Context: an optimization exercise on an open-source flow, tuned for small area, a short achievable clock period and few clock cycles per item. The choices shown serve that exercise and are no tape-out recipe.
Only simulation tests tie the RTL to the original design; equivalence was not proved.
No activity file was given, so power comes from the tool's default toggle rates.

$ cat flow/run.sh
#!/bin/bash
# synth_recipe.tcl (not shown) runs the flow's synth.tcl, then flattens the netlist and writes it again
# the make line also repeats each setting of config.mk as NAME=value (left out here)
make -C /OpenROAD-flow-scripts/flow DESIGN_CONFIG=/design/flow/config.mk WORK_HOME=/design/flow/orfs CLKGATE_MAP_FILE= SYNTH_SCRIPT=/design/flow/synth_recipe.tcl finish
$ cat flow/config.mk
export PLATFORM = sky130hd
export DESIGN_NAME = Binary_to_BCD
export DESIGN_NICKNAME = Binary_to_BCD
export VERILOG_FILES = /design/flow/design.v
export SDC_FILE = /design/flow/constraint.sdc
export NUM_CORES = 4
export LEC_CHECK = 0
export ABC_AREA = 1
export CAP_MARGIN = 20
export CORE_MARGIN = 2
export CORE_UTILIZATION = 40
export PLACE_DENSITY = 0.6
export SLEW_MARGIN = 20
$ cat flow/constraint.sdc
create_clock -name core_clock -period 5.0 [get_ports {clk}]
set_input_delay 1.0000 -clock core_clock [delete_from_list [all_inputs] [get_ports {clk}]]
set_output_delay 1.0000 -clock core_clock [all_outputs]
set_load 0.01 [all_outputs]
$ cat flow/design.v
module Binary_to_BCD
  #(parameter INPUT_WIDTH = 28,
    parameter DECIMAL_DIGITS = 8)
  (
   input                         clk,
   input                         rst,
   input [INPUT_WIDTH-1:0]       i_Binary,
   input                         i_Start,
   output [DECIMAL_DIGITS*4-1:0] o_BCD,
   output                        o_DV
   );
  function [3:0] add3(input [3:0] d, input en);
    reg c;
    begin
      c = en & (d[3] | (d[2] & (d[1] | d[0])));
      add3 = {c | d[3], c ? d[3] & d[0] : d[2], c ? (d[3] ? ~d[0] : d[1] & d[0]) : d[1], d[0] ^ c};
    end
  endfunction
  reg [33:0] r_R;
  reg        r_Busy, r_DV;
  reg [6:0] r_T;    
  reg [33:0] w_L;
  always @* begin
    w_L = {i_Binary, 6'b0};
    w_L = {w_L[32:0], w_L[33]};
    w_L = {w_L[32:0], w_L[33]};
    w_L = {w_L[32:0], w_L[33]};
    w_L[3:0] = add3(w_L[3:0], 1'b1);
    w_L = {w_L[32:0], w_L[33]};
  end
  reg [33:0] w_S;
  always @* begin
    w_S = r_R;
    w_S[3:0] = add3(w_S[3:0], 1'b1);
    w_S[7:4] = add3(w_S[7:4], 1'b1);
    w_S[11:8] = add3(w_S[11:8], r_T[0]);
    w_S[15:12] = add3(w_S[15:12], r_T[1]);
    w_S[19:16] = add3(w_S[19:16], r_T[3]);
    w_S[23:20] = add3(w_S[23:20], r_T[4]);
    w_S[27:24] = add3(w_S[27:24], r_T[5]);
    w_S = {w_S[32:0], w_S[33]};
    w_S[3:0] = add3(w_S[3:0], 1'b1);
    w_S[7:4] = add3(w_S[7:4], 1'b1);
    w_S[11:8] = add3(w_S[11:8], r_T[0]);
    w_S[15:12] = add3(w_S[15:12], r_T[1]);
    w_S[19:16] = add3(w_S[19:16], r_T[2]);
    w_S[23:20] = add3(w_S[23:20], r_T[4]);
    w_S[27:24] = add3(w_S[27:24], r_T[5]);
    w_S[31:28] = add3(w_S[31:28], r_T[6]);
    w_S = {w_S[32:0], w_S[33]};
    w_S[3:0] = add3(w_S[3:0], 1'b1);
    w_S[7:4] = add3(w_S[7:4], 1'b1);
    w_S[11:8] = add3(w_S[11:8], 1'b1);
    w_S[15:12] = add3(w_S[15:12], r_T[1]);
    w_S[19:16] = add3(w_S[19:16], r_T[2]);
    w_S[23:20] = add3(w_S[23:20], r_T[3]);
    w_S[27:24] = add3(w_S[27:24], r_T[5]);
    w_S[31:28] = add3(w_S[31:28], r_T[6]);
    w_S = {w_S[32:0], w_S[33]};
  end
  always @(posedge clk) begin
    r_R <= r_Busy ? w_S : w_L;
    r_T <= r_Busy ? {r_T[5:0], 1'b1} : 7'b0;
    if (rst) begin
      r_Busy <= 1'b0;
      r_DV   <= 1'b0;
    end else if (r_Busy) begin
      r_Busy <= ~r_T[6];
      r_DV   <= r_T[6];
    end else begin
      r_Busy <= i_Start;
      r_DV   <= 1'b0;
    end
  end
  assign o_BCD = r_R[31:0];
  assign o_DV  = r_DV;
endmodule
==> results_dict.tcl, run 1 <==
set metrics [dict create \
    setup_tns_ns 0 \
    synth_top_area_share 0.262 \
    post-route-min-period_ns 2.32 \
    syn_avg_cell_area_um2 6.03 \
    grt_first_pass_wirelength_um 12400 \
    wl_per_cell_um 11.1 \
    maxCapViolCount 0 \
    final-setup-viol-count 0 \
    fmax_mhz 430 \
    antenna_cells 0 \
    clock_tree.root_cell "clkbuf_8" \
    drive_above_1_share 0.0939 \
    htree_num_levels 2 \
    r2r_cells 13 \
    worst_ir_drop_vdd_v 0.000150 \
    seq_area_frac_synth 0.262 \
    initial_core_util 0.405 \
    synthCells 544 \
    ctsResizeCount 0 \
    hp-start "r_T[4]$_SDFF_PN0_" \
    worst_setup_path_end_kind "output port" \
    rr_startpoint "r_R[23]$_DFF_P_" \
    r2r_end "r_R[22]$_DFF_P_" \
    clockBufferDepth 2 \
    cts.reportedPaths.clkPinSlew_ns 0.10 \
    powerDensity_nw_per_um2 354 \
    dr.pass1.iters 4 \
    nets 605 \
    die-area_um2 8940 \
    cp_slowest_cell "clkdlybuf4s50_1" \
    drc 0 \
    port_buffers 63 \
    gp_congestion 0.871 \
    coreArea_um2 8090 \
    critical_path_class "reg2out" \
    post-cts-setup-buffer-count 0 \
    start_kind "register" \
    rsz0062_at_grt "false" \
    hold-path-cell-count 2 \
    cp_top_family "buffers and inverters" \
    synth_area_um2 3280 \
    skew_ns 0.0105 \
    min_period_over_period 0.465 \
    synth_most_common_cell "nand2_1" \
    synth_fp_nets 575 \
    via_per_inst 4.89 \
    dpl.hpwl_um 5790 \
    path_cells "clkdlybuf4s50_1" \
    via_count 3322 \
    leakage_nw 1.90 \
    ys.flop_type "dfxtp_1" \
    regToRegSetupSlack_ns 2.92 \
    ys_top_cells_by_count "192 x nand2_1, 66 x nand3_1, 59 x inv_1, 43 x dfxtp_1, 32 x buf_4" \
    fin_total_pwr_w 0.00137 \
    drt_iter0_markers 113 \
    synth_area_leader_cell "dfxtp_1" \
    area_growth_pct 18.0 \
    grt_overflow 0 \
    ys_ff_latch 43 \
    fill_cells 856 \
    grt_antenna_before_repair 0 \
    path_max_fanout 7 \
    synth_async_sr_flop_share 0 \
    ys_warn_count 1 \
    wl_um 7580 \
    crit_required_ns 4.00 \
    synth_area_leaders "dfxtp_1 26%, nand2_1 22%, nand3_1 10%, buf_4 7.3%, inv_1 6.8%" \
    hp-class "reg2reg" \
    die_h_um 94.5 \
    relSlewSlack 0.433 \
    slowest_delay_ns 0.58 \
    status "no timing/DRC/antenna violations" \
    die_w_um 94.5 \
    worst_pin_slew_ns 0.849 \
    worstPathArrival_ns 1.32 \
    synth_edf_count 0 \
    worst-path-buf-inv 1 \
    first_global_vias 2875 \
    hold_violations 0 \
    detail-route-antenna-nets 0 \
    critical_path_depth 1 \
    io_pins 64 \
    holdPathEnd "r_T[5]$_SDFF_PN0_" \
    clkLatencyLatePin_ns 0.30 \
    synth_cell_type_count 33 \
    cts_sinks 43 \
    grt_usage 0.173 \
    grt_max_degree 49 \
    cts_tree "done" \
    core.rowCount 33 \
    postCtsHoldBufs 0 \
    numCtsBuffers 5 \
    finalMaxSlewViolations 0 \
]
-- cells in the final DEF (no fill, tap or decap), types with 2 or more instances in the layout --
cell,count
nor2_1,31
nand3b_1,3
o21ai_0,21
nand2_2,16
nor3_1,2
clkbuf_8,5
nand2_1,192
inv_1,59
nand3_2,2
a21oi_2,4
nor2_2,4
nand4_1,4
xor2_1,4
dfxtp_1,43
nand3_1,66
o21ai_1,4
nor2_4,3
inv_2,4
a31oi_1,9
clkinv_2,2
o21ai_2,6
nand2_4,4
clkdlybuf4s50_1,63
a21oi_1,14
-- where the power goes --
part	internal, W	switching [W]
combinational	0.000260	0.000384
sequential	0.000394	0.0000523
clock	0.000149	0.000132
total	0.000802	0.000569
-- cells by family (layout without fill, tap and decap cells) --
family                 count (synthesis)  count (layout)  share of synthesized area
AND/OR/NAND/NOR                      328             328                      0.447
buffers and inverters                106             137                      0.164
AO/OA/AOI/OAI                         63              63                      0.116
flip-flops                            43              43                      0.262
XOR/XNOR                               4               4                     0.0107
-- worst max path at each step --
stage                            startpoint              end  slack, ns
after floorplan           r_T[5]$_SDFF_PN0_  r_R[25]$_DFF_P_       3.28
after global placement         i_Binary[26]   r_R[1]$_DFF_P_       2.85
after detailed placement       i_Binary[26]   r_R[1]$_DFF_P_       2.82
after CTS                   r_R[12]$_DFF_P_        o_BCD[12]       2.66
after global routing      r_R[8]$_SDFF_PN0_         o_BCD[8]       2.61
final                       r_R[12]$_DFF_P_        o_BCD[12]       2.68
-- routing by layer --
metal,global-route usage,up-vias,share of wire
li1,-,1765,-
met1,0.219,1472,0.48
met2,0.298,74,0.47
met3,0.0279,11,0.042
met4,0.0592,0,0.016
met5,0,-,0
-- metrics by stage --
step	hold WS [ns]	area, um^2	instances	util	setup slack (ns)
2_1_floorplan	0.374	3280	544	-	3.28
3_3_place_gp	0.438	3760	672	0.464	2.85
3_5_place_dp	0.440	3760	672	0.464	2.82
4_1_cts	0.442	3870	680	0.478	2.66
5_1_grt	0.456	3870	680	0.478	2.61
6_report	0.434	3870	680	0.478	2.68
-- final cells by class --
| type | count | area (um^2) | area share |
|---|---|---|---|
| clock buffers | 5 | 68.8 | 0.0178 |
| clock inverters | 3 | 43.8 | 0.0113 |
| multi-input cells | 395 | 1880 | 0.486 |
| well taps | 105 | 131 | 0.0340 |
| inverters | 65 | 245 | 0.0634 |
| repair buffers | 64 | 638 | 0.165 |
| flip-flops and latches | 43 | 861 | 0.223 |
-- flip-flops by register name, indices dropped and copies added (netlist names) --
register and count:
r_Busy 1, r_DV 1, r_R 34, r_T 7
Testbench counts, summed over its fixed seeds: cycles 11,520, items 1,280.
==> run 2: changes to the inputs <==
--- a/flow/config.mk
+++ b/flow/config.mk
@@ -12,2 +12,3 @@
 export PLACE_DENSITY = 0.6
+export SETUP_SLACK_MARGIN = 3.1
 export SLEW_MARGIN = 20
==> run 2 against run 1 <==
Against the previous run:
- core utilization up 12 points
- combinational power up 44%
- register-to-register slack better by 0.09 ns
- design area up 26%
- non-clock buffer count up 52
- largest cell class unchanged
- highest routed layer unchanged
==> results_dict.tcl, run 2 <==
set metrics [dict create \
    hp-start "r_T[4]$_SDFF_PN0_" \
    synthCells 544 \
    final-setup-viol-count 0 \
    first_global_vias 2988 \
    synth_top_area_share 0.262 \
    die_w_um 94.5 \
    wl_met3_um 305 \
    relSlewSlack 0.436 \
    wl_um 9590 \
    regToRegSetupSlack_ns 3.01 \
    ys_warn_count 1 \
    nets 657 \
    ys_ff_latch 43 \
    holdPathEnd "r_T[5]$_SDFF_PN0_" \
    cts_sinks 43 \
    slowest_delay_ns 0.38 \
    rsz0062_at_grt "true" \
    synth_async_sr_flop_share 0 \
    postCtsHoldBufs 0 \
    fmax_mhz 502 \
    cp_top_family "simple AND/OR/NAND/NOR gates" \
    core.rowCount 33 \
    path_max_fanout 5 \
    synth_most_common_cell "nand2_1" \
    coreArea_um2 8090 \
    dr_wl_met2_um 4880 \
    wl_per_cell_um 13.1 \
    dr.pass1.iters 4 \
    hold-path-cell-count 2 \
    hp-class "reg2reg" \
    numCtsBuffers 5 \
    die_h_um 94.5 \
    htree_num_levels 2 \
    cts.reportedPaths.clkPinSlew_ns 0.10 \
    crit_required_ns 5.20 \
    grt_antenna_before_repair 0 \
    io_pins 64 \
    worstPathArrival_ns 2.19 \
    clkLatencyLatePin_ns 0.31 \
    worst_ir_drop_vdd_v 0.000152 \
    layout_commonest_cell "nand2_1" \
    syn_avg_cell_area_um2 6.03 \
    synth_area_um2 3280 \
    seq_area_frac_synth 0.262 \
    maxCapViolCount 0 \
    cpMostUsedCell "nand2_1" \
    finalMaxSlewViolations 0 \
    setup_tns_ns 0 \
    dpl_cell_area_um2 3760 \
    synth_fp_nets 575 \
    stdcell_area_um2 4860 \
    start_kind "register" \
    cp_slowest_cell "dfxtp_4" \
    port_buffers 63 \
    path_cells "inv_4 -> nand3b_1 -> nand2_4 -> nand2_1 -> nand2_2 -> nand3_4 -> nand2_8 -> buf_4 -> nand2_1 -> o21ai_1 -> nand2_1 -> nand2_1 -> nand3_2 -> nand3_2 -> nand2_1" \
    ys_top_cells_by_count "192 x nand2_1, 66 x nand3_1, 59 x inv_1, 43 x dfxtp_1, 32 x buf_4" \
    via_per_inst 5.05 \
    area_growth_pct 48.3 \
    powerDensity_nw_per_um2 344 \
    antenna_cells 0 \
    rr_startpoint "r_R[23]$_DFF_P_" \
    detail-route-antenna-nets 0 \
    critical_path_class "reg2reg" \
    synth_edf_count 0 \
    r2r_end "r_R[22]$_DFF_P_" \
    die-area_um2 8940 \
    clockBufferDepth 2 \
    worst_pin_slew_ns 0.845 \
    ys.flop_type "dfxtp_1" \
    synth_cell_type_count 33 \
    dpl.hpwl_um 5790 \
    top_layer_used "met4" \
    grt_first_pass_wirelength_um 13200 \
    worst-path-buf-inv 2 \
    top_regs "r_R: 34 flops, r_T: 7 flops" \
    leakage_nw 2.32 \
    cts_tree "done" \
    drive_above_1_share 0.472 \
    status "no timing/DRC/antenna violations" \
    final_cell_mix "129 x nand2_1, 52 x buf_4, 51 x nand2_2" \
    synth_area_leaders "dfxtp_1 26%, nand2_1 22%, nand3_1 10%, buf_4 7.3%, inv_1 6.8%" \
    hold_violations 0 \
    grt_usage 0.184 \
    gp_congestion 0.871 \
    synth_area_leader_cell "dfxtp_1" \
    post-route-min-period_ns 1.99 \
    clock_tree.root_cell "clkbuf_8" \
    drc 0 \
    skew_ns 0.0104 \
    worst_setup_path_end_kind "register" \
    drt-met1-wl_um 4210 \
    drt_iter0_markers 88 \
    initial_core_util 0.405 \
    grt_overflow 0 \
    r2r_cells 15 \
    largest_reg_flops 34 \
    grt_max_degree 49 \
    regMostFlops "r_R" \
    min_period_over_period 0.398 \
    via_count 3695 \
]
[run 2: cell counts after synthesis]
Identical to the previous run, type by type.
[run 2: where the power goes]
group / leakage (nW) / switching [W] / total, W / internal (W)
clock: 0.0581 / 0.000138 / 0.000287 / 0.000149
combinational: 1.89 / 0.000548 / 0.000927 / 0.000379
sequential: 0.369 / 0.0000532 / 0.000458 / 0.000405
total: 2.32 / 0.000739 / 0.00167 / 0.000933
[run 2: tightest hold or removal path, delay by kind of cell (launching register included)]
kind	cells	cell delay, ns
DFF	1	0.33
and+or+nand+nor	1	0.05
buffers and inverters	1	0.03
[run 2: repair_timing]
item / 4_1_cts / 5_1_grt
pin swaps: 12 / 75
setup buffers: 16 / 36
setup endpoints to repair: 58 / 59
resized for setup: 176 / 190
[run 2: cell type report]
type	instances	area (um^2)
fill	760	3230
multi-input combinational	395	2520
clock inverter	3	43.8
timing repair buffer	116	886
tap	105	131
inverter	65	268
clock buffer	5	68.8
sequential	43	942
[run 2: per-layer routing]
| metal | track usage | vias up |
|---|---|---|
| met5 | 0 | - |
| li1 | - | 1882 |
| met3 | 0.0279 | 19 |
| met1 | 0.224 | 1720 |
| met2 | 0.332 | 74 |
| met4 | 0.0568 | 0 |
[run 2: kinds of logic (layout without fill, tap and decap cells)]
kind of cell | Yosys count | in the layout | share of synthesized area
buf+inv | 106 | 189 | 0.164
flops | 43 | 43 | 0.262
simple gates | 328 | 328 | 0.447
compound gates | 63 | 63 | 0.116
xor+xnor | 4 | 4 | 0.0107
[run 2: worst max path at each step]
stage	start	to	slack [ns]	depth (start not counted)
after floorplan	r_T[5]$_SDFF_PN0_	r_R[25]$_DFF_P_	3.28	15
after global placement	i_Binary[26]	r_R[1]$_DFF_P_	2.85	7
after detailed placement	i_Binary[26]	r_R[1]$_DFF_P_	2.82	7
after CTS	r_R[12]$_DFF_P_	o_BCD[12]	3.08	1
after global routing	r_R[23]$_DFF_P_	r_R[22]$_DFF_P_	2.91	15
final	r_R[23]$_DFF_P_	r_R[22]$_DFF_P_	3.01	15
[run 2: through the flow]
| step | cells | utilization | hold WS (ns) | total power, W | worst slack [ns] |
|---|---|---|---|---|---|
| floorplan | 544 | - | 0.374 | 0.000952 | 3.28 |
| global placement | 672 | 0.464 | 0.438 | 0.00108 | 2.85 |
| detailed placement | 672 | 0.464 | 0.440 | 0.00109 | 2.82 |
| finish | 732 | 0.601 | 0.421 | 0.00167 | 3.01 |
| CTS | 696 | 0.515 | 0.432 | 0.00143 | 3.08 |
| global route | 732 | 0.601 | 0.448 | 0.00179 | 2.91 |
==> run 3: changes to the inputs <==
--- a/flow/config.mk
+++ b/flow/config.mk
@@ -7,3 +7,3 @@
 export LEC_CHECK = 0
-export ABC_AREA = 1
+export ABC_AREA = 0
 export CAP_MARGIN = 20
@@ -12,3 +12,2 @@
 export PLACE_DENSITY = 0.6
-export SETUP_SLACK_MARGIN = 3.1
 export SLEW_MARGIN = 20
==> run 3 against run 2 <==
Against the previous run:
- wire length rose by 4.2%
- synthesized cell count rose by 2.9%
- largest power group unchanged
- first-iteration DRC count rose by 130%
- flip-flop and latch count did not move
- critical path type is now reg2out
- clock power rose by 2%
- sequential power rose by 14%
- cell count fell by 6.1%
- fmax fell by 26%
- critical path depth fell by 14
- clock skew fell by 0.0054 ns
==> results_dict.tcl, run 3 <==
set metrics [dict create \
    status "no timing/DRC/antenna violations" \
    path_max_fanout 18 \
    core.rowCount 36 \
    cts_sinks 43 \
    initial_core_util 0.408 \
    wl_per_cell_um 14.6 \
    die_w_um 103 \
    via_count 4051 \
    largest_reg_flops 34 \
    detail-route-antenna-nets 0 \
    hp-class "reg2reg" \
    gp_congestion 0.870 \
    slowest_delay_ns 0.72 \
    min_period_over_period 0.537 \
    synth_area_leader_cell "dfxtp_1" \
    post-route-min-period_ns 2.68 \
    grt_max_degree 55 \
    worst_setup_path_end_kind "output port" \
    regMostFlops "r_R" \
    first_global_vias 3485 \
    io_pins 64 \
    grt_first_pass_wirelength_um 16500 \
    cts.reportedPaths.clkPinSlew_ns 0.09 \
    layout_commonest_cell "clkdlybuf4s50_1" \
    drc 0 \
    ys.flop_type "dfxtp_1" \
    fin_total_pwr_w 0.00136 \
    critical_path_class "reg2out" \
    drive_above_1_share 0.0542 \
    dpl_cell_area_um2 4300 \
    worst_ir_drop_vdd_v 0.000131 \
    numCtsBuffers 5 \
    cp_slowest_cell "dfxtp_1" \
    stdcell_area_um2 4420 \
    synth_edf_count 0 \
    rsz0062_at_grt "false" \
    synth_area_um2 3930 \
    cts_tree "done" \
    start_kind "register" \
    synth_area_leaders "dfxtp_1 22%, buf_4 6.3%, a21oi_1 6.2%, nor2_1 5.7%, o21ai_0 5.1%" \
    grt_antenna_before_repair 0 \
    worst_pin_slew_ns 0.832 \
    relSlewSlack 0.445 \
    leakage_nw 1.60 \
    dpl.hpwl_um 6720 \
    drt_iter0_markers 203 \
    final_cell_mix "63 x clkdlybuf4s50_1, 60 x nor2_1, 49 x a21oi_1" \
    clockBufferDepth 2 \
    hold_violations 0 \
    maxCapViolCount 0 \
    skew_ns 0.00500 \
    area_growth_pct 12.4 \
    worstPathArrival_ns 1.68 \
    grt_usage 0.189 \
    syn_avg_cell_area_um2 7.02 \
    synth_fp_nets 591 \
    powerDensity_nw_per_um2 308 \
    synth_top_area_share 0.219 \
    ctsResizeCount 0 \
    fmax_mhz 373 \
    fill_cells 997 \
    wl_um 10000 \
    finalMaxSlewViolations 0 \
    synth_most_common_cell "nor2_1" \
    setup_tns_ns 0 \
    die-area_um2 10600 \
    port_buffers 63 \
    final-setup-viol-count 0 \
    synthCells 560 \
    ys_warn_count 1 \
    worst-path-buf-inv 1 \
    via_per_inst 5.90 \
    clock_tree.root_cell "clkbuf_8" \
    htree_num_levels 2 \
    antenna_cells 0 \
    coreArea_um2 9640 \
    grt_overflow 0 \
    ys_ff_latch 43 \
    die_h_um 103 \
    crit_required_ns 4.00 \
    clkLatencyLatePin_ns 0.30 \
    seq_area_frac_synth 0.219 \
    ys_top_cells_by_count "60 x nor2_1, 49 x a21oi_1, 43 x dfxtp_1, 40 x o21ai_0, 36 x nand2_1" \
    postCtsHoldBufs 0 \
    nets 584 \
    synth_cell_type_count 75 \
    post-cts-setup-buffer-count 0 \
    top_regs "r_R: 34 flops, r_T: 7 flops" \
    cp_top_family "flip-flops" \
    path_cells "clkdlybuf4s50_1" \
    synth_async_sr_flop_share 0 \
    dr.pass1.iters 6 \
]
run 3: cell types whose count changed after synthesis, moves of 13 or more:
cell / before / now
clkbuf_1: 4 / 35
nor2_1: 31 / 60
nand3_1: 66 / 14
nand2_1: 192 / 36
a21oi_1: 14 / 49
nand2_2: 16 / 0
o21ai_0: 21 / 40
a211oi_1: 0 / 13
nor3_1: 2 / 16
inv_1: 59 / 25
run 3: metal layers:
metal,up-vias,routed length (um),global-route usage
li1,2035,-,-
met1,1881,4760,0.262
met2,128,4610,0.307
met3,7,552,0.0292
met4,0,75,0.0445
met5,-,0,0
run 3: path summary, 6_finish.rpt:
kind	endpoint	cells after the start	slack [ns]	from
min reg2reg	r_R[0]$_DFF_P_	1	0.55	r_R[31]$_DFF_P_
max	o_BCD[2]	1	2.32	r_R[2]$_DFF_P_
min	r_R[0]$_DFF_P_	1	0.55	r_R[31]$_DFF_P_
max reg2reg	r_R[21]$_DFF_P_	7	2.43	r_T[3]$_SDFF_PN0_
run 3: final cells by class:
class | count | area, um^2 | share of cell area
Clock buffer | 6 | 82.6 | 0.0187
Clock inverter | 2 | 35.0 | 0.00793
Inverter | 26 | 97.6 | 0.0221
Multi-Input combinational cell | 413 | 2540 | 0.574
Sequential cell | 43 | 862 | 0.195
Tap cell | 133 | 166 | 0.0376
Timing Repair Buffer | 64 | 638 | 0.144
run 3: cells by family after synthesis:
family          share of synthesized area
compound gates                      0.384
flops                               0.219
buf+inv                             0.135
fa+ha+maj                         0.00509
simple gates                        0.225
xor+xnor                           0.0178
mux                                0.0137
run 3: stage by stage:
stage                      util  worst slack, ns  instances  hold slack, ns
after floorplan               -             2.87        560           0.329
after global placement    0.446             2.51        679           0.495
after detailed placement  0.446             2.47        679           0.509
after CTS                 0.459             2.29        687           0.537
after global routing      0.459             2.20        687           0.563
final                     0.459             2.32        687           0.555
run 3: power breakdown:
part | leakage, nW | switching, W | internal, W
Clock | 0.0612 | 0.000132 | 0.000162
Combinational | 1.18 | 0.000278 | 0.000267
Sequential | 0.359 | 0.000136 | 0.000385
==> run 4: changes to the inputs <==
==> flow/flow/run.sh (new file) <==
#!/bin/bash
# The standard layout (the standard.sh, unchanged synthesis and steps), with
# the port buffers that buffer_ports inserts made sky130_fd_sc_hd__buf_1 cells
# instead of its default pick. Every tool's output goes to standard_flow.log here;
# ORFS also keeps each step's log under orfs/logs.
set -euo pipefail
bash standard.sh 'BUFFER_PORTS_ARGS=-buffer_cell sky130_fd_sc_hd__buf_1' finish > standard_flow.log 2>&1
==> flow/standard.sh (new file) <==
#!/bin/bash
# synth_recipe.tcl (not shown) runs the flow's synth.tcl, then flattens the netlist and writes it again
# the make line also repeats each setting of config.mk as NAME=value (left out here)
make -C /OpenROAD-flow-scripts/flow DESIGN_CONFIG=/design/flow/config.mk WORK_HOME=/design/flow/orfs CLKGATE_MAP_FILE= SYNTH_SCRIPT=/design/flow/synth_recipe.tcl "${@:-finish}"
--- a/flow/config.mk
+++ b/flow/config.mk
@@ -7,3 +7,3 @@
 export LEC_CHECK = 0
-export ABC_AREA = 0
+export ABC_AREA = 1
 export CAP_MARGIN = 20
removed: flow/run.sh
==> run 4 against run 3 <==
Against the previous run:
- still clean on timing, DRC and antenna
- worst setup slack better by 0.58 ns
- sequential share of layout area is 5.2 points higher
- fmax is 28% higher
- worst hold slack worse by 0.11 ns
- synthesized cell count is 2.9% lower
- core utilization is 2.9 points lower
- flip-flop and latch count stayed put
- clock-buffer cell count stayed put
- critical path depth is 14 higher
- wire length is 25% lower
- die area is 16% lower
- critical path type is now reg2reg
- highest routed layer unchanged
==> results_dict.tcl, run 4 <==
set metrics [dict create \
    port_buffers 63 \
    htree_num_levels 2 \
    synth_fp_nets 575 \
    final-setup-viol-count 0 \
    coreArea_um2 8090 \
    synth_area_leader_cell "dfxtp_1" \
    skew_ns 0.0102 \
    layout_commonest_cell "nand2_1" \
    seq_area_frac_synth 0.262 \
    synth_area_leaders "dfxtp_1 26%, nand2_1 22%, nand3_1 10%, buf_4 7.3%, inv_1 6.8%" \
    clockBufferDepth 2 \
    path_max_fanout 13 \
    die_h_um 94.5 \
    r2r_end "r_R[18]$_DFF_P_" \
    grt_antenna_before_repair 0 \
    min_period_over_period 0.421 \
    synth_edf_count 0 \
    worstPathArrival_ns 2.29 \
    grt_first_pass_wirelength_um 12900 \
    maxCapViolCount 0 \
    synth_top_area_share 0.262 \
    gp_congestion 0.836 \
    clkLatencyLatePin_ns 0.29 \
    finalMaxSlewViolations 0 \
    rsz0062_at_grt "false" \
    synthCells 544 \
    nets 605 \
    hold_violations 0 \
    ys_ff_latch 43 \
    regToRegSetupSlack_ns 2.90 \
    start_kind "register" \
    io_pins 64 \
    setup_tns_ns 0 \
    die-area_um2 8940 \
    drive_above_1_share 0.0939 \
    worst_pin_slew_ns 0.759 \
    grt_usage 0.177 \
    rr_startpoint "r_T[1]$_SDFF_PN0_" \
    dpl.hpwl_um 5910 \
    area_growth_pct 6.10 \
    regMostFlops "r_R" \
    top_regs "r_R: 34 flops, r_T: 7 flops" \
    via_per_inst 4.83 \
    ctsResizeCount 0 \
    synth_cell_type_count 33 \
    worst_ir_drop_vdd_v 0.000148 \
    powerDensity_nw_per_um2 375 \
    r2r_cells 15 \
    post-cts-setup-buffer-count 0 \
    worst_setup_path_end_kind "register" \
    grt_max_degree 49 \
    dr.pass1.iters 4 \
    ys.flop_type "dfxtp_1" \
    holdPathEnd "r_T[5]$_SDFF_PN0_" \
    fmax_mhz 475 \
    wl_per_cell_um 11.0 \
    drc 0 \
    clock_tree.root_cell "clkbuf_8" \
    status "no timing/DRC/antenna violations" \
    wl_um 7510 \
    regArea_um2 861 \
    drt_iter0_markers 111 \
    largest_reg_flops 34 \
    post-route-min-period_ns 2.10 \
    detail-route-antenna-nets 0 \
    grt_overflow 0 \
    dp.cells 672 \
    hp-start "r_T[4]$_SDFF_PN0_" \
    ys_warn_count 1 \
    synth_most_common_cell "nand2_1" \
    antenna_cells 0 \
    fin_total_pwr_w 0.00130 \
    core.rowCount 33 \
    critical_path_class "reg2reg" \
    syn_avg_cell_area_um2 6.03 \
    first_global_vias 3111 \
    cts_sinks 43 \
    synth_area_um2 3280 \
    fill_cells 916 \
    postCtsHoldBufs 0 \
    crit_required_ns 5.18 \
    hp-class "reg2reg" \
    synth_async_sr_flop_share 0 \
    final_cell_mix "192 x nand2_1, 66 x nand3_1, 63 x buf_1" \
    cts.reportedPaths.clkPinSlew_ns 0.09 \
    via_count 3285 \
    die_w_um 94.5 \
    ys_top_cells_by_count "192 x nand2_1, 66 x nand3_1, 59 x inv_1, 43 x dfxtp_1, 32 x buf_4" \
    leakage_nw 1.74 \
    cts_tree "done" \
    relSlewSlack 0.493 \
    stdcell_count 680 \
    hold-path-cell-count 2 \
    multiInputGateArea_um2 1880 \
    numCtsBuffers 5 \
    initial_core_util 0.405 \
]
run 4: critical path, cell delays in order (launching register included):
cell and delay [ns]:
dfxtp_1 0.61, nand2_1 0.18, nand2_1 0.09, nand2_1 0.07, inv_1 0.11, nand2_2 0.10, nand2_2 0.12, nand2_1 0.15
inv_1 0.11, nand2_1 0.05, nand2_1 0.06, nand2_2 0.06, nand2_2 0.10, nand2_1 0.06, nand3_1 0.06, nand2_1 0.05
run 4: where the power goes:
part	total, W	switching (W)	leakage, nW	internal (W)
clock network	0.000286	0.000124	0.0612	0.000162
logic	0.000575	0.000386	1.32	0.000189
registers	0.000443	0.0000495	0.359	0.000394
run 4: final cells by class:
cell class,count,area share
Clock buffer,6,0.0237
Clock inverter,2,0.0101
Inverter,65,0.0705
Multi-Input combinational cell,395,0.540
Sequential cell,43,0.247
Tap cell,105,0.0378
Timing Repair Buffer,64,0.0701
run 4: routing by layer:
layer / global-route usage / vias up / part of all wire
met1: 0.215 / 1478 / 0.47
li1: - / 1759 / -
met5: 0 / - / 0
met4: 0.0447 / 0 / 0.0076
met3: 0.0351 / 4 / 0.030
met2: 0.318 / 44 / 0.50
run 4: worst max path at each step:
stage,start,end,slack [ns],cells after the start
floorplan,r_T[5]$_SDFF_PN0_,r_R[25]$_DFF_P_,3.28,15
global placement,r_T[1]$_SDFF_PN0_,r_R[17]$_DFF_P_,2.95,15
detailed placement,r_T[1]$_SDFF_PN0_,r_R[18]$_DFF_P_,2.92,15
CTS,r_T[1]$_SDFF_PN0_,r_R[18]$_DFF_P_,2.89,15
global route,r_R[12]$_DFF_P_,r_R[17]$_DFF_P_,2.63,17
finish,r_T[1]$_SDFF_PN0_,r_R[18]$_DFF_P_,2.90,15
run 4: cells by family after synthesis:
kind of cell	synth area share
AOI/OAI and AO/OA	0.116
xor gates and xnor gates	0.0107
buffers and inverters	0.164
DFF	0.262
and+or+nand+nor	0.447
run 4: per-stage QoR:
stage / hold WS [ns] / util / setup slack, ns / instance area, um^2
after floorplan: 0.374 / - / 3.28 / 3280
after CTS: 0.445 / 0.430 / 2.89 / 3480
after detailed placement: 0.442 / 0.415 / 2.92 / 3360
after global placement: 0.440 / 0.415 / 2.95 / 3360
final: 0.441 / 0.430 / 2.90 / 3480
after global routing: 0.469 / 0.430 / 2.63 / 3480
==> run 5: changes to the inputs <==
--- a/flow/config.mk
+++ b/flow/config.mk
@@ -12,2 +12,3 @@
 export PLACE_DENSITY = 0.6
+export SETUP_SLACK_MARGIN = 2.9
 export SLEW_MARGIN = 20
==> run 5 against run 4 <==
Against the previous run:
- power grew 3.4%
- sequential share of layout area is 0.29 points lower
- worst setup slack better by 0.15 ns
- synthesized cell count did not move
- wire length rose by 3.1%
- register-to-register slack gained 0.15 ns
- clock skew hardly changed
- first-iteration DRC count up 12%
- area after synthesis did not move
- critical path depth is 1 higher
- clock power about the same
- fmax up 7.4%
- highest routed layer unchanged
==> results_dict.tcl, run 5 <==
set metrics [dict create \
    grt_antenna_before_repair 0 \
    regMostFlops "r_R" \
    layout_commonest_cell "nand2_1" \
    postCtsHoldBufs 0 \
    final_cell_mix "179 x nand2_1, 65 x nand3_1, 63 x buf_1" \
    ys_warn_count 1 \
    cts.reportedPaths.clkPinSlew_ns 0.08 \
    hp-start "r_T[4]$_SDFF_PN0_" \
    wl_per_cell_um 11.4 \
    synth_area_um2 3280 \
    final-setup-viol-count 0 \
    start_kind "register" \
    synth_area_leader_cell "dfxtp_1" \
    synth_area_leaders "dfxtp_1 26%, nand2_1 22%, nand3_1 10%, buf_4 7.3%, inv_1 6.8%" \
    r2r_end "r_R[22]$_DFF_P_" \
    worstPathArrival_ns 2.14 \
    clockBufferDepth 2 \
    setup_tns_ns 0 \
    htree_num_levels 2 \
    synthCells 544 \
    detail-route-antenna-nets 0 \
    regToRegSetupSlack_ns 3.04 \
    hold_violations 0 \
    finalMaxSlewViolations 0 \
    hold-path-cell-count 2 \
    stdcell_area_um2 3630 \
    synth_most_common_cell "nand2_1" \
    die-area_um2 8940 \
    die_h_um 94.5 \
    first_global_vias 3111 \
    grt_first_pass_wirelength_um 12900 \
    hp-class "reg2reg" \
    dpl_cell_area_um2 3360 \
    via_count 3344 \
    min_period_over_period 0.392 \
    rsz0062_at_grt "false" \
    synth_async_sr_flop_share 0 \
    holdPathEnd "r_T[5]$_SDFF_PN0_" \
    grt_max_degree 49 \
    largest_reg_flops 34 \
    antenna_cells 0 \
    relSlewSlack 0.490 \
    area_growth_pct 10.6 \
    critical_path_class "reg2reg" \
    leakage_nw 1.78 \
    grt_usage 0.177 \
    io_pins 64 \
    syn_avg_cell_area_um2 6.03 \
    drive_above_1_share 0.172 \
    clkLatencyLatePin_ns 0.29 \
    setup_ws_ns 3.04 \
    initial_core_util 0.405 \
    die_w_um 94.5 \
    port_buffers 63 \
    fin_hold_ws_ns 0.431 \
    post-route-min-period_ns 1.96 \
    dpl.hpwl_um 5910 \
    nets 607 \
    worst_pin_slew_ns 0.764 \
    grt_overflow 0 \
    gp_congestion 0.836 \
    via_per_inst 4.90 \
    skew_ns 0.0105 \
    dp_slack_ns 2.92 \
    cts_sinks 43 \
    wl_um 7750 \
    worst_setup_path_end_kind "register" \
    clock_tree.root_cell "clkbuf_8" \
    drt_iter0_markers 124 \
    ys_ff_latch 43 \
    synth_fp_nets 575 \
    status "no timing/DRC/antenna violations" \
    synth_cell_type_count 33 \
    worst_ir_drop_vdd_v 0.000155 \
    synth_top_area_share 0.262 \
    maxCapViolCount 0 \
    r2r_cells 16 \
    top_regs "r_R: 34 flops, r_T: 7 flops" \
    cts_tree "done" \
    powerDensity_nw_per_um2 372 \
    ys.flop_type "dfxtp_1" \
    seq_area_frac_synth 0.262 \
    numCtsBuffers 5 \
    synth_edf_count 0 \
    path_max_fanout 5 \
    drc 0 \
    fmax_mhz 510 \
    coreArea_um2 8090 \
    dr.pass1.iters 4 \
    crit_required_ns 5.18 \
    core.rowCount 33 \
    ys_top_cells_by_count "192 x nand2_1, 66 x nand3_1, 59 x inv_1, 43 x dfxtp_1, 32 x buf_4" \
    rr_startpoint "r_R[19]$_DFF_P_" \
]
## run 5: cell count changes in the layout (fill, tap and decap cells not counted), sizes merged
cell / before / now
buf: 64 / 66
clkinv: 3 / 2
inv: 63 / 64
## run 5: cell type report
cell class,count,area [um^2]
inverter,65,245
timing repair buffer,66,259
clock inverter,2,35.0
multi-input combinational,395,1990
fill,917,4460
clock buffer,6,82.6
tap,105,131
sequential,43,887
## run 5: metal layers
metal	global-route usage	wire length, um	part of all wire	vias up
met5	0	0	0	-
met4	0.0447	57	0.0074	0
met3	0.0351	279	0.036	4
met2	0.318	3910	0.51	57
met1	0.215	3500	0.45	1512
li1	-	-	-	1771
## run 5: worst max path at each step
stage	start	to	slack, ns	cells past startpoint
3_5_place_dp	r_T[1]$_SDFF_PN0_	r_R[18]$_DFF_P_	2.92	15
6_report	r_R[19]$_DFF_P_	r_R[22]$_DFF_P_	3.04	16
4_1_cts	r_R[12]$_DFF_P_	r_R[18]$_DFF_P_	2.93	17
3_3_place_gp	r_T[1]$_SDFF_PN0_	r_R[17]$_DFF_P_	2.95	15
2_1_floorplan	r_T[5]$_SDFF_PN0_	r_R[25]$_DFF_P_	3.28	15
5_1_grt	r_R[12]$_DFF_P_	r_R[14]$_DFF_P_	2.89	16
## run 5: stage by stage
| step | std cells | util | total power [W] |
|---|---|---|---|
| global route | 682 | 0.448 | 0.00147 |
| detailed placement | 672 | 0.415 | 0.00102 |
| finish | 682 | 0.448 | 0.00135 |
| CTS | 680 | 0.430 | 0.00132 |
| global placement | 672 | 0.415 | 0.00101 |
| floorplan | 544 | - | 0.000952 |
## run 5: cell families after synthesis
group,after synthesis,share of synthesized area
and+or+nand+nor,328,0.447
buffers and inverters,106,0.164
AOI/OAI and AO/OA,63,0.116
DFF,43,0.262
xor gates and xnor gates,4,0.0107
## run 5: power by group
group          switching (W)  internal, W  total, W  leakage [nW]
clock               0.000124     0.000162  0.000286        0.0612
sequential         0.0000523     0.000398  0.000450         0.363
combinational       0.000405     0.000206  0.000612          1.35
## run 5: repair_timing
action	CTS	global route
pin swaps	0	12
endpoints found under the setup margin	2	26
setup buffers	0	2
resized for setup	1	58
## run 5: critical path, cell delays in order (launching register included)
cell and delay [ns]:
dfxtp_2 0.34, inv_1 0.10, nand3b_1 0.13, nand2_2 0.14, nand2_1 0.14, inv_2 0.11, nand3_2 0.14, nand2_4 0.13
nand2_2 0.06, nand2_1 0.09, nand2_1 0.06, nand2_1 0.06, nand2_2 0.08, nand2_4 0.08, nand2_1 0.05, nand3_1 0.09
nand2_1 0.06
==> run 6: changes to the inputs <==
--- a/flow/config.mk
+++ b/flow/config.mk
@@ -12,3 +12,3 @@
 export PLACE_DENSITY = 0.6
-export SETUP_SLACK_MARGIN = 2.9
+export SETUP_SLACK_MARGIN = 3.05
 export SLEW_MARGIN = 20
==> run 6 against run 5 <==
Against the previous run:
- wire length up 9.7%
- synthesized cell count unchanged
- sequential power grew 2%
- combinational power is 27% higher
- cell count grew 3.8%
- clock-buffer cell count unchanged
- power increased by 13%
- die area did not move
- via count up 5.4%
- largest cell class unchanged
- highest routed layer unchanged
==> results_dict.tcl, run 6 <==
set metrics [dict create \
    drt_iter0_markers 149 \
    io_pins 64 \
    synth_area_um2 3280 \
    ys_warn_count 1 \
    multiInputGateArea_um2 2370 \
    gp_congestion 0.836 \
    synth_cell_type_count 33 \
    crit_start "r_R[8]$_SDFF_PN0_" \
    synth_area_leaders "dfxtp_1 26%, nand2_1 22%, nand3_1 10%, buf_4 7.3%, inv_1 6.8%" \
    worst_setup_path_end_kind "output port" \
    layout_commonest_cell "nand2_1" \
    core.rowCount 33 \
    synth_fp_nets 575 \
    wl_per_cell_um 12.0 \
    first_global_vias 3120 \
    path_max_fanout 3 \
    grt_usage 0.179 \
    rsz0062_at_grt "true" \
    detail-route-antenna-nets 0 \
    fill_cells 837 \
    via_count 3524 \
    clockBufferDepth 2 \
    seq_area_frac_synth 0.262 \
    hp-start "r_T[4]$_SDFF_PN0_" \
    dp_slack_ns 2.92 \
    cts_tree "done" \
    setup_tns_ns 0 \
    synth_edf_count 0 \
    worstPathArrival_ns 0.94 \
    final_cell_mix "148 x nand2_1, 63 x buf_1, 56 x nand3_1" \
    clock_tree.root_cell "clkbuf_8" \
    largest_reg_flops 34 \
    syn_avg_cell_area_um2 6.03 \
    synth_top_area_share 0.262 \
    synth_top_family_by_area "simple AND/OR/NAND/NOR gates" \
    finalMaxSlewViolations 0 \
    ys.flop_type "dfxtp_1" \
    maxCapViolCount 0 \
    synth_most_common_cell "nand2_1" \
    top_layer_used "met4" \
    port_buffers 63 \
    initial_core_util 0.405 \
    share_seq_of_total_power 0.302 \
    regArea_um2 923 \
    die-area_um2 8940 \
    dp.cells 672 \
    wl_met3_um 276 \
    p_int_w 0.000853 \
    relSlewSlack 0.476 \
    leakage_nw 1.98 \
    fin_hold_ws_ns 0.430 \
    final-setup-viol-count 0 \
    comb_power_share 0.509 \
    die_h_um 94.5 \
    drt-met1-wl_um 3740 \
    cts_sinks 43 \
    synthCells 544 \
    hp-class "reg2reg" \
    cts.reportedPaths.clkPinSlew_ns 0.09 \
    regToRegSetupSlack_ns 3.08 \
    synthMuxAreaShare 0 \
    hold_violations 0 \
    grt_max_degree 49 \
    drc 0 \
    area_growth_pct 29.6 \
    switching_share 0.440 \
    nets 633 \
    worst_pin_slew_ns 0.785 \
    ys_ff_latch 43 \
    skew_ns 0.0113 \
    numCtsBuffers 5 \
    ys_top_cells_by_count "192 x nand2_1, 66 x nand3_1, 59 x inv_1, 43 x dfxtp_1, 32 x buf_4" \
    utilization 0.525 \
    powerDensity_nw_per_um2 358 \
    synthSimpleGateAreaFrac 0.447 \
    die_w_um 94.5 \
    pwr-share-clk 0.189 \
    synth_compound_area_frac 0.116 \
    grt_antenna_before_repair 0 \
    dr.pass1.iters 4 \
    drive_above_1_share 0.325 \
    start_kind "register" \
    wl_um 8500 \
    via_per_inst 4.98 \
    rr_startpoint "r_R[21]$_DFF_P_" \
    cp-endpoint "o_BCD[8]" \
    crit_required_ns 4.00 \
    r2r_end "r_R[22]$_DFF_P_" \
    min_period_over_period 0.387 \
    htree_num_levels 2 \
    regMostFlops "r_R" \
    fmax_mhz 516 \
    p_switching_w 0.000669 \
    status "no timing/DRC/antenna violations" \
    synth_area_leader_cell "dfxtp_1" \
    clkLatencyLatePin_ns 0.30 \
    dpl.hpwl_um 5910 \
    synth_fa_ha_area_frac 0 \
    antenna_cells 0 \
    worst_ir_drop_vdd_v 0.000163 \
    critical_path_class "reg2out" \
    stdcell_count 708 \
    top_regs "r_R: 34 flops, r_T: 7 flops" \
    post-route-min-period_ns 1.94 \
    synth_async_sr_flop_share 0 \
    dr_wl_met2_um 4400 \
    postCtsHoldBufs 0 \
    grt_overflow 0 \
    coreArea_um2 8090 \
    r2r_cells 15 \
    grt_first_pass_wirelength_um 13000 \
    setup_ws_ns 3.06 \
    synth_xor_xnor_area_share 0.0107 \
]
-- run 6: area by class of cell --
class	count	area share
multi-input combinational	395	0.557
clock buffer	6	0.0194
sequential	43	0.217
timing repair buffer	92	0.108
tap	105	0.0309
clock inverter	2	0.00824
inverter	65	0.0592
-- run 6: metal layers --
layer  track usage  vias to the layer above
met1         0.218                     1632
met3        0.0327                        8
met4        0.0411                        0
met2         0.326                       66
met5             0                        -
li1              -                     1818
-- run 6: worst max-delay path: stages, from the launching register on --
cell	delay (ns)
dfxtp_4	0.38
buf_4	0.11
buf_1	0.15
-- run 6: worst min-delay path by stage --
| stage | end | slack (ns) | cells after the start |
|---|---|---|---|
| floorplan | r_T[0]$_DFF_P_ | 0.37 | 0 |
| global placement | r_T[5]$_SDFF_PN0_ | 0.44 | 2 |
| detailed placement | r_T[5]$_SDFF_PN0_ | 0.44 | 2 |
| CTS | r_T[5]$_SDFF_PN0_ | 0.44 | 2 |
| global route | r_T[5]$_SDFF_PN0_ | 0.45 | 2 |
| finish | r_T[5]$_SDFF_PN0_ | 0.43 | 2 |
-- run 6: through the flow --
step / power, W / cell area (um^2)
2_1_floorplan: 0.000952 / 3280
3_3_place_gp: 0.00101 / 3360
3_5_place_dp: 0.00102 / 3360
4_1_cts: 0.00133 / 3540
5_1_grt: 0.00164 / 4250
6_report: 0.00152 / 4250
-- run 6: cell families (layout without fill, tap and decap cells) --
| group | after synthesis | count (layout) |
|---|---|---|
| AO/OA/AOI/OAI | 63 | 63 |
| XOR/XNOR | 4 | 4 |
| flip-flops | 43 | 43 |
| AND/OR/NAND/NOR | 328 | 328 |
| buffers and inverters | 106 | 165 |
-- run 6: power groups by stage --
stage          Clock [W]  Sequential [W]  Combinational [W]
6_report        0.000288        0.000460           0.000775
5_1_grt         0.000310        0.000469           0.000865
4_1_cts         0.000296        0.000446           0.000589
3_5_place_dp           0        0.000451           0.000573
3_3_place_gp           0        0.000450           0.000564
2_1_floorplan          0        0.000437           0.000516
-- run 6: timing repair --
item | in CTS | in global routing
gates resized for setup | 21 | 159
pin swaps | 3 | 50
endpoints found under the setup margin | 21 | 35
setup buffers | 2 | 26
==> run 7: changes to the inputs <==
--- a/flow/config.mk
+++ b/flow/config.mk
@@ -12,3 +12,3 @@
 export PLACE_DENSITY = 0.6
-export SETUP_SLACK_MARGIN = 3.05
+export SETUP_SLACK_MARGIN = 2.85
 export SLEW_MARGIN = 20
==> run 7 against run 6 <==
Against the previous run:
- still clean on timing, DRC and antenna
- wire length is 10% lower
- flip-flop and latch count stayed put
- die area unchanged
- clock skew down 0.0023 ns
- clock-buffer cell count unchanged
- non-clock buffer count fell by 26
- clock power hardly changed
- cell count shrank 3.7%
- critical path depth rose by 12
- fmax decreased by 3.1%
- via count shrank 5.5%
- critical endpoint is now r_R[9]$_SDFF_PN0_
==> results_dict.tcl, run 7 <==
set metrics [dict create \
    share_seq_of_total_power 0.336 \
    status "no timing/DRC/antenna violations" \
    worstPathArrival_ns 2.19 \
    utilization 0.437 \
    grt_antenna_before_repair 0 \
    grt_first_pass_wirelength_um 12900 \
    worst_pin_slew_ns 0.766 \
    switching_share 0.429 \
    wl_met3_um 289 \
    fill_cells 915 \
    pwr-share-clk 0.215 \
    ys_ff_latch 43 \
    post-route-min-period_ns 2.00 \
    leakage_nw 1.76 \
    layout_commonest_cell "nand2_1" \
    drt-met1-wl_um 3430 \
    synth_cell_type_count 33 \
    via_count 3330 \
    synthCells 544 \
    numCtsBuffers 5 \
    stdcell_count 682 \
    regMostFlops "r_R" \
    antenna_cells 0 \
    largest_reg_flops 34 \
    comb_power_share 0.448 \
    setup_tns_ns 0 \
    maxCapViolCount 0 \
    relSlewSlack 0.489 \
    dr.pass1.iters 4 \
    p_int_w 0.000758 \
    htree_num_levels 2 \
    top_regs "r_R: 34 flops, r_T: 7 flops" \
    area_growth_pct 7.90 \
    via_per_inst 4.88 \
    final-setup-viol-count 0 \
    dr_wl_met2_um 3840 \
    synth_top_area_share 0.262 \
    synth_fp_nets 575 \
    initial_core_util 0.405 \
    synth_most_common_cell "nand2_1" \
    die-area_um2 8940 \
    cts_tree "done" \
    worst_ir_drop_vdd_v 0.000152 \
    first_global_vias 3111 \
    crit_required_ns 5.19 \
    clkLatencyLatePin_ns 0.29 \
    cts_sinks 43 \
    postCtsHoldBufs 0 \
    grt_usage 0.177 \
    powerDensity_nw_per_um2 375 \
    finalMaxSlewViolations 0 \
    wl_um 7620 \
    dp_slack_ns 2.92 \
    wl_per_cell_um 11.2 \
    synth_area_leaders "dfxtp_1 26%, nand2_1 22%, nand3_1 10%, buf_4 7.3%, inv_1 6.8%" \
    final_cell_mix "188 x nand2_1, 66 x nand3_1, 63 x buf_1" \
    worst_setup_path_end_kind "register" \
    hold_violations 0 \
    dpl.hpwl_um 5910 \
    min_period_over_period 0.400 \
    gp_congestion 0.836 \
    syn_avg_cell_area_um2 6.03 \
    synth_edf_count 0 \
    p_switching_w 0.000570 \
    start_kind "register" \
    nets 607 \
    die_h_um 94.5 \
    seq_area_frac_synth 0.262 \
    multiInputGateArea_um2 1910 \
    path_max_fanout 4 \
    die_w_um 94.5 \
    ys_warn_count 1 \
    core.rowCount 33 \
    setup_ws_ns 3.00 \
    ys_top_cells_by_count "192 x nand2_1, 66 x nand3_1, 59 x inv_1, 43 x dfxtp_1, 32 x buf_4" \
    synth_area_leader_cell "dfxtp_1" \
    drive_above_1_share 0.132 \
    synth_area_um2 3280 \
    drc 0 \
    clock_tree.root_cell "clkbuf_8" \
    top_layer_used "met4" \
    io_pins 64 \
    clockBufferDepth 2 \
    synth_async_sr_flop_share 0 \
    dp.cells 672 \
    drt_iter0_markers 117 \
    skew_ns 0.00900 \
    cts.reportedPaths.clkPinSlew_ns 0.09 \
    hp-class "reg2reg" \
    port_buffers 63 \
    coreArea_um2 8090 \
    grt_overflow 0 \
    detail-route-antenna-nets 0 \
    fmax_mhz 500 \
    rsz0062_at_grt "true" \
    regArea_um2 873 \
    ys.flop_type "dfxtp_1" \
    grt_max_degree 49 \
    critical_path_class "reg2reg" \
]
-- run 7: cells by family after synthesis --
family / synth area share
buffers and inverters: 0.164
flip-flops: 0.262
AO/OA/AOI/OAI: 0.116
AND/OR/NAND/NOR: 0.447
XOR/XNOR: 0.0107
-- run 7: final cells by class --
type | instances | share of cell area
clock buffer | 6 | 0.0233
tap | 105 | 0.0371
inverter | 65 | 0.0693
timing repair buffer | 66 | 0.0732
clock inverter | 2 | 0.00990
multi-input combinational | 395 | 0.540
sequential | 43 | 0.247
-- run 7: power by group through the flow --
stage | Sequential, W | Clock (W) | Combinational, W
floorplan | 0.000437 | 0 | 0.000516
global placement | 0.000450 | 0 | 0.000564
detailed placement | 0.000451 | 0 | 0.000573
CTS | 0.000444 | 0.000296 | 0.000577
global route | 0.000458 | 0.000310 | 0.000684
finish | 0.000447 | 0.000286 | 0.000595
-- run 7: path summary, 6_finish.rpt --
path,end,slack [ns],start,cells after the start
setup / recovery,r_R[9]$_SDFF_PN0_,3.00,r_R[10]$_DFF_P_,14
hold / removal,r_T[5]$_SDFF_PN0_,0.43,r_T[4]$_SDFF_PN0_,2
hold reg to reg,r_T[5]$_SDFF_PN0_,0.43,r_T[4]$_SDFF_PN0_,2
setup reg to reg,r_R[9]$_SDFF_PN0_,3.00,r_R[10]$_DFF_P_,14
-- run 7: repair_timing --
| action | in CTS | in global routing |
|---|---|---|
| endpoints found under the setup margin | 0 | 21 |
| setup buffers | 0 | 2 |
| gates resized for setup | 0 | 25 |
-- run 7: worst max-delay path, cell delays in order (launching register included) --
cell and delay [ns]:
dfxtp_1 0.39, inv_1 0.08, o21ai_2 0.19, nand2_1 0.13, a21oi_2 0.21, buf_4 0.14
nand2_1 0.04, nand2_1 0.12, inv_1 0.08, nand2_1 0.06, nand2_1 0.07, o21ai_2 0.18
nand3_1 0.10, nand2_1 0.07, nor2_1 0.04
-- run 7: metrics by stage --
step,hold WS (ns),total power (W),area [um^2]
finish,0.434,0.00133,3540
global route,0.462,0.00145,3540
CTS,0.445,0.00132,3480
detailed placement,0.442,0.00102,3360
global placement,0.440,0.00101,3360
floorplan,0.374,0.000952,3280
-- run 7: per-layer routing --
metal | global-route usage | vias up
li1 | - | 1764
met1 | 0.215 | 1503
met2 | 0.318 | 59
met3 | 0.0351 | 4
met4 | 0.0447 | 0
met5 | 0 | -
==> run 8: changes to the inputs <==
--- a/flow/config.mk
+++ b/flow/config.mk
@@ -12,3 +12,3 @@
 export PLACE_DENSITY = 0.6
-export SETUP_SLACK_MARGIN = 2.85
+export SETUP_SLACK_MARGIN = 2.95
 export SLEW_MARGIN = 20
==> run 8 against run 7 <==
Against the previous run:
- still clean
- wire length increased by 2.5%
- worst setup slack better by 0.059 ns
- area after synthesis unchanged
- critical path depth is 2 higher
- cell count rose by 0.44%
- global-route usage unchanged
- via count is 0.27% higher
- fmax increased by 3.0%
- first-iteration DRC count fell by 8.5%
- core utilization grew 2.2 points
- combinational power up 4.9%
- highest routed layer unchanged
==> results_dict.tcl, run 8 <==
set metrics [dict create \
    critical_path_class "reg2reg" \
    utilization 0.459 \
    initial_core_util 0.405 \
    port_buffers 63 \
    grt_antenna_before_repair 0 \
    powerDensity_nw_per_um2 366 \
    drt_iter0_markers 107 \
    synth_top_area_share 0.262 \
    hold_violations 0 \
    coreArea_um2 8090 \
    dpl.hpwl_um 5910 \
    synth_cell_type_count 33 \
    gp_congestion 0.836 \
    cts_tree "done" \
    fmax_mhz 515 \
    cp_slowest_cell "dfxtp_2" \
    skew_ns 0.0110 \
    setup_tns_ns 0 \
    antenna_cells 0 \
    synth_edf_count 0 \
    io_pins 64 \
    ys_top_cells_by_count "192 x nand2_1, 66 x nand3_1, 59 x inv_1, 43 x dfxtp_1, 32 x buf_4" \
    cts.reportedPaths.clkPinSlew_ns 0.08 \
    path_cells "inv_1 -> nand3b_1 -> nand2_2 -> nand2_1 -> inv_2 -> nand3_2 -> nand2_4 -> nand2_2 -> nand2_1 -> nand2_1 -> nand2_1 -> nand2_2 -> nand2_4 -> nand2_1 -> nand3_1 -> nand2_1" \
    rr_startpoint "r_R[19]$_DFF_P_" \
    cpMostUsedCell "nand2_1" \
    hp-start "r_T[4]$_SDFF_PN0_" \
    fin_total_pwr_w 0.00136 \
    wl_met3_um 290 \
    holdPathEnd "r_T[5]$_SDFF_PN0_" \
    drive_above_1_share 0.200 \
    grt_usage 0.177 \
    cts_sinks 43 \
    wl_per_cell_um 11.4 \
    nets 610 \
    crit_required_ns 5.18 \
    drt-met1-wl_um 3520 \
    path_max_fanout 5 \
    hold-path-cell-count 2 \
    worstPathArrival_ns 2.12 \
    synthCells 544 \
    final_cell_mix "172 x nand2_1, 63 x nand3_1, 63 x buf_1" \
    regToRegSetupSlack_ns 3.06 \
    post-route-min-period_ns 1.94 \
    ys_ff_latch 43 \
    worst_setup_path_end_kind "register" \
    worst-path-buf-inv 2 \
    status "no timing/DRC/antenna violations" \
    die_h_um 94.5 \
    finalMaxSlewViolations 0 \
    grt_max_degree 49 \
    detail-route-antenna-nets 0 \
    leakage_nw 1.80 \
    min_period_over_period 0.388 \
    dr_wl_met2_um 3940 \
    synth_fp_nets 575 \
    via_per_inst 4.87 \
    dp.cells 672 \
    grt_first_pass_wirelength_um 12900 \
    maxCapViolCount 0 \
    via_count 3339 \
    ys_warn_count 1 \
    synth_most_common_cell "nand2_1" \
    wl_um 7810 \
    worst_pin_slew_ns 0.761 \
    clock_tree.root_cell "clkbuf_8" \
    r2r_cells 16 \
    start_kind "register" \
    grt_overflow 0 \
    largest_reg_flops 34 \
    clkLatencyLatePin_ns 0.29 \
    htree_num_levels 2 \
    area_growth_pct 13.3 \
    regMostFlops "r_R" \
    final-setup-viol-count 0 \
    r2r_end "r_R[21]$_DFF_P_" \
    die_w_um 94.5 \
    synth_area_um2 3280 \
    synth_area_leader_cell "dfxtp_1" \
    numCtsBuffers 5 \
    first_global_vias 3111 \
    cp_top_family "simple AND/OR/NAND/NOR gates" \
    top_layer_used "met4" \
    stdcell_count 685 \
    setup_ws_ns 3.06 \
    synth_async_sr_flop_share 0 \
    ys.flop_type "dfxtp_1" \
    synth_area_leaders "dfxtp_1 26%, nand2_1 22%, nand3_1 10%, buf_4 7.3%, inv_1 6.8%" \
    die-area_um2 8940 \
    dr.pass1.iters 4 \
    rsz0062_at_grt "true" \
    clockBufferDepth 2 \
    core.rowCount 33 \
    drc 0 \
    top_regs "r_R: 34 flops, r_T: 7 flops" \
    hp-class "reg2reg" \
    fill_cells 908 \
    slowest_delay_ns 0.34 \
    relSlewSlack 0.492 \
    layout_commonest_cell "nand2_1" \
    seq_area_frac_synth 0.262 \
    dp_slack_ns 2.92 \
    syn_avg_cell_area_um2 6.03 \
    worst_ir_drop_vdd_v 0.000152 \
]
==> run 8: worst max-delay path by stage <==
stage                      start              end  slack [ns]  cells after the start
5_1_grt        r_T[4]$_SDFF_PN0_  r_R[21]$_DFF_P_        2.88                     17
4_1_cts          r_R[20]$_DFF_P_  r_R[22]$_DFF_P_        2.96                     13
6_report         r_R[19]$_DFF_P_  r_R[21]$_DFF_P_        3.06                     16
2_1_floorplan  r_T[5]$_SDFF_PN0_  r_R[25]$_DFF_P_        3.28                     15
3_3_place_gp   r_T[1]$_SDFF_PN0_  r_R[17]$_DFF_P_        2.95                     15
3_5_place_dp   r_T[1]$_SDFF_PN0_  r_R[18]$_DFF_P_        2.92                     15
==> run 8: worst reg2reg max path, cell delays in order (launching register included) <==
cell      delay, ns
dfxtp_2        0.34
inv_1          0.10
nand3b_1       0.13
nand2_2        0.14
nand2_1        0.14
inv_2          0.11
nand3_2        0.14
nand2_4        0.14
nand2_2        0.07
nand2_1        0.08
nand2_1        0.05
nand2_1        0.06
nand2_2        0.08
nand2_4        0.08
nand2_1        0.05
nand3_1        0.07
nand2_1        0.06
==> run 8: repair_timing <==
item                                    in CTS  in global routing
endpoints found under the hold margin        0                  0
pin swaps                                    0                 19
endpoints found under the setup margin       4                 30
buffers inserted                             0                  5
resized for setup                            2                 80
hold buffers                                 0                  0
==> run 8: per-stage QoR <==
stage	hold slack [ns]	cell area [um^2]
after floorplan	0.374	3280
after global placement	0.440	3360
after detailed placement	0.442	3360
after CTS	0.445	3480
after global routing	0.455	3720
final	0.430	3720
==> run 8: power breakdown <==
| part | switching, W | leakage, nW | internal, W |
|---|---|---|---|
| logic | 0.000411 | 1.37 | 0.000213 |
| clock network | 0.000124 | 0.0612 | 0.000162 |
| registers | 0.0000522 | 0.364 | 0.000399 |
| total | 0.000587 | 1.80 | 0.000774 |
==> run 8: cells by family (layout without fill, tap and decap cells) <==
family	count (synthesis)	count (layout)	synth area share
and+or+nand+nor	328	328	0.447
buffers and inverters	106	142	0.164
AOI/OAI and AO/OA	63	63	0.116
DFF	43	43	0.262
xor gates and xnor gates	4	4	0.0107
==> run 8: final cells by class <==
class	count	area, um^2	area share
clock buffers	6	82.6	0.0222
clock inverters	2	35.0	0.00943
inverters	65	245	0.0660
multi-input cells	395	2040	0.549
flip-flops and latches	43	898	0.242
well taps	105	131	0.0354
repair buffers	69	282	0.0758
==> run 8: routing by layer <==
metal / up-vias / GRT usage
met3: 4 / 0.0351
met5: - / 0
met4: 0 / 0.0447
met2: 52 / 0.318
met1: 1509 / 0.215
li1: 1774 / -
==> run 9: changes to the inputs <==
--- a/flow/config.mk
+++ b/flow/config.mk
@@ -10,4 +10,4 @@
 export CORE_MARGIN = 2
-export CORE_UTILIZATION = 40
-export PLACE_DENSITY = 0.6
+export CORE_UTILIZATION = 55
+export PLACE_DENSITY = 0.7
 export SETUP_SLACK_MARGIN = 2.95
==> run 9 against run 8 <==
Against the previous run:
- clock power shrank 23%
- fmax grew 2.0%
- first-iteration DRC count grew 39%
- via count grew 2.4%
- sequential share of layout area shrank 0.072 points
- area after synthesis is the same
- worst setup slack gained 0.038 ns
- largest power group unchanged
- clock-buffer cell count is the same
- sequential power is essentially flat
- power shrank 2.2%
- cell count shrank 3.2%
- clock skew shrank 0.0016 ns
==> results_dict.tcl, run 9 <==
set metrics [dict create \
    setup_tns_ns 0 \
    ys.flop_type "dfxtp_1" \
    port_buffers 63 \
    leakage_nw 1.82 \
    dpl.hpwl_um 5520 \
    synth_async_sr_flop_share 0 \
    htree_num_levels 2 \
    synth_area_um2 3280 \
    crit_required_ns 5.19 \
    drt_iter0_markers 149 \
    layout_commonest_cell "nand2_1" \
    regMostFlops "r_R" \
    syn_avg_cell_area_um2 6.03 \
    cts_sinks 43 \
    worst_pin_slew_ns 0.785 \
    final-setup-viol-count 0 \
    ys_top_cells_by_count "192 x nand2_1, 66 x nand3_1, 59 x inv_1, 43 x dfxtp_1, 32 x buf_4" \
    grt_overflow 0 \
    die_h_um 81.2 \
    wl_per_cell_um 11.5 \
    powerDensity_nw_per_um2 357 \
    synth_cell_type_count 33 \
    fmax_mhz 526 \
    die_w_um 81.2 \
    postCtsHoldBufs 0 \
    synth_area_leaders "dfxtp_1 26%, nand2_1 22%, nand3_1 10%, buf_4 7.3%, inv_1 6.8%" \
    stdcell_area_um2 3730 \
    hold-path-cell-count 2 \
    dp_slack_ns 2.93 \
    wl_um 7660 \
    grt_antenna_before_repair 0 \
    dr.pass1.iters 5 \
    io_pins 64 \
    worstPathArrival_ns 2.10 \
    ys_ff_latch 43 \
    rsz0062_at_grt "true" \
    regToRegSetupSlack_ns 3.10 \
    grt_max_degree 49 \
    worst_setup_path_end_kind "register" \
    synth_top_area_share 0.262 \
    synth_most_common_cell "nand2_1" \
    hp-class "reg2reg" \
    largest_reg_flops 34 \
    fin_total_pwr_w 0.00133 \
    cts_tree "done" \
    numCtsBuffers 5 \
    start_kind "register" \
    synth_edf_count 0 \
    clock_tree.root_cell "clkbuf_8" \
    synth_area_leader_cell "dfxtp_1" \
    synth_fp_nets 575 \
    drc 0 \
    r2r_cells 15 \
    post-route-min-period_ns 1.90 \
    relSlewSlack 0.476 \
    top_regs "r_R: 34 flops, r_T: 7 flops" \
    antenna_cells 0 \
    min_period_over_period 0.380 \
    setup_ws_ns 3.10 \
    maxCapViolCount 0 \
    dpl_cell_area_um2 3320 \
    gp_congestion 0.909 \
    cts.reportedPaths.clkPinSlew_ns 0.08 \
    clockBufferDepth 2 \
    core.rowCount 28 \
    seq_area_frac_synth 0.262 \
    grt_first_pass_wirelength_um 12000 \
    finalMaxSlewViolations 0 \
    coreArea_um2 5850 \
    synthCells 544 \
    skew_ns 0.00936 \
    status "no timing/DRC/antenna violations" \
    nets 618 \
    worst_ir_drop_vdd_v 0.000195 \
    path_max_fanout 7 \
    fin_hold_ws_ns 0.443 \
    initial_core_util 0.561 \
    via_per_inst 5.16 \
    critical_path_class "reg2reg" \
    hold_violations 0 \
    die-area_um2 6600 \
    final_cell_mix "172 x nand2_1, 65 x nand3_1, 63 x buf_1" \
    detail-route-antenna-nets 0 \
    via_count 3419 \
    clkLatencyLatePin_ns 0.30 \
    area_growth_pct 13.8 \
    first_global_vias 2883 \
    ys_warn_count 1 \
    drive_above_1_share 0.207 \
    grt_usage 0.227 \
]
-- run 9: cell counts after synthesis --
Identical to the previous run, type by type.
-- run 9: per-layer routing --
layer	global-route usage	vias to the layer above	part of all wire
li1	-	1795	-
met1	0.290	1519	0.47
met2	0.392	89	0.47
met3	0.0422	16	0.042
met4	0.0644	0	0.017
met5	0	-	0
-- run 9: layout make-up --
cell class / count / area, um^2
flip-flops and latches: 43 / 900
repair buffers: 77 / 342
well taps: 75 / 93.8
clock buffers: 6 / 72.6
multi-input cells: 395 / 2070
clock inverters: 2 / 12.5
inverters: 65 / 245
fillers: 559 / 2120
-- run 9: power by group --
part           switching [W]  internal, W
Sequential         0.0000537     0.000400
Combinational       0.000425     0.000232
Clock               0.000123    0.0000978
-- run 9: through the flow --
step	util	instances
after detailed placement	0.568	642
after global routing	0.638	663
after CTS	0.584	650
after floorplan	-	544
after global placement	0.568	642
final	0.638	663
-- run 9: worst max-delay path, cell delays in order, from the launching register on --
cell and delay, ns:
dfxtp_4 0.39, inv_2 0.08, nor2_4 0.14, nand2_4 0.09, nand2_1 0.11, o21ai_4 0.09
nor2_2 0.13, nor2_4 0.06, nand2_4 0.13, nand2_4 0.08, o21ai_2 0.13, nand2_2 0.08
nand2_2 0.09, nand3_1 0.07, nand3_1 0.08, nand2_1 0.05
-- run 9: final timing paths --
check,from,to
hold / removal,r_T[4]$_SDFF_PN0_,r_T[5]$_SDFF_PN0_
setup / recovery,r_T[5]$_SDFF_PN0_,r_R[29]$_DFF_P_
setup reg to reg,r_T[5]$_SDFF_PN0_,r_R[29]$_DFF_P_
hold reg to reg,r_T[4]$_SDFF_PN0_,r_T[5]$_SDFF_PN0_
-- run 9: kinds of logic (layout without fill, tap and decap cells) --
kind of cell | count (synthesis) | count (layout) | share of synthesized area
buffers and inverters | 106 | 150 | 0.164
xor gates and xnor gates | 4 | 4 | 0.0107
and+or+nand+nor | 328 | 328 | 0.447
AOI/OAI and AO/OA | 63 | 63 | 0.116
DFF | 43 | 43 | 0.262
-- run 9: repair_timing --
action / CTS / global route
setup endpoints to repair: 3 / 29
resized for setup: 4 / 80
buffers inserted: 0 / 13
pin swaps: 1 / 20

-- port drivers added, routing unchanged --
The flow's constraints put no driver on any port. The routed layouts listed below were extracted and timed again, unchanged, in two steps. Step 1: set_driving_cell puts a clkbuf_16 on clk and a buf_2 on each other input, an assumption about the parent block. Step 2 also shifts input and output timing later by t, the mid clock arrival at the registers, as if the neighbouring blocks saw the same clock. Slacks: ideal / step 1 / step 2; pairs: ideal / step 1.
run | t, ns | setup WS [ns] | latest minus earliest clock arrival (ns) | worst register clock-pin slew, ns | pins driven straight from the clock port
run 1 | 0.331 | 2.676 / 2.645 / 2.806 | 0.011 / 0.011 | 0.10 / 0.10 | 1
run 2 | 0.337 | 3.008 / 3.008 / 2.832 | 0.011 / 0.011 | 0.10 / 0.10 | 1
run 3 | 0.331 | 2.316 / 2.286 / 2.426 | 0.005 / 0.005 | 0.09 / 0.09 | 1
run 4 | 0.319 | 2.896 / 2.896 / 2.896 | 0.011 / 0.011 | 0.09 / 0.09 | 1
run 5 | 0.320 | 3.041 / 3.041 / 3.041 | 0.011 / 0.012 | 0.09 / 0.09 | 1
run 6 | 0.323 | 3.063 / 3.030 / 3.081 | 0.012 / 0.013 | 0.09 / 0.09 | 1
run 7 | 0.319 | 3.001 / 3.001 / 3.001 | 0.010 / 0.010 | 0.09 / 0.09 | 1
run 8 | 0.319 | 3.060 / 3.060 / 3.060 | 0.012 / 0.012 | 0.09 / 0.09 | 1
run 9 | 0.322 | 3.098 / 3.096 / 3.098 | 0.010 / 0.010 | 0.09 / 0.09 | 1
After both steps every run listed still meets setup and hold. For run 2, which loses most, drivers alone change the setup slack by 0.000 ns; drivers and shift together by -0.176 ns.
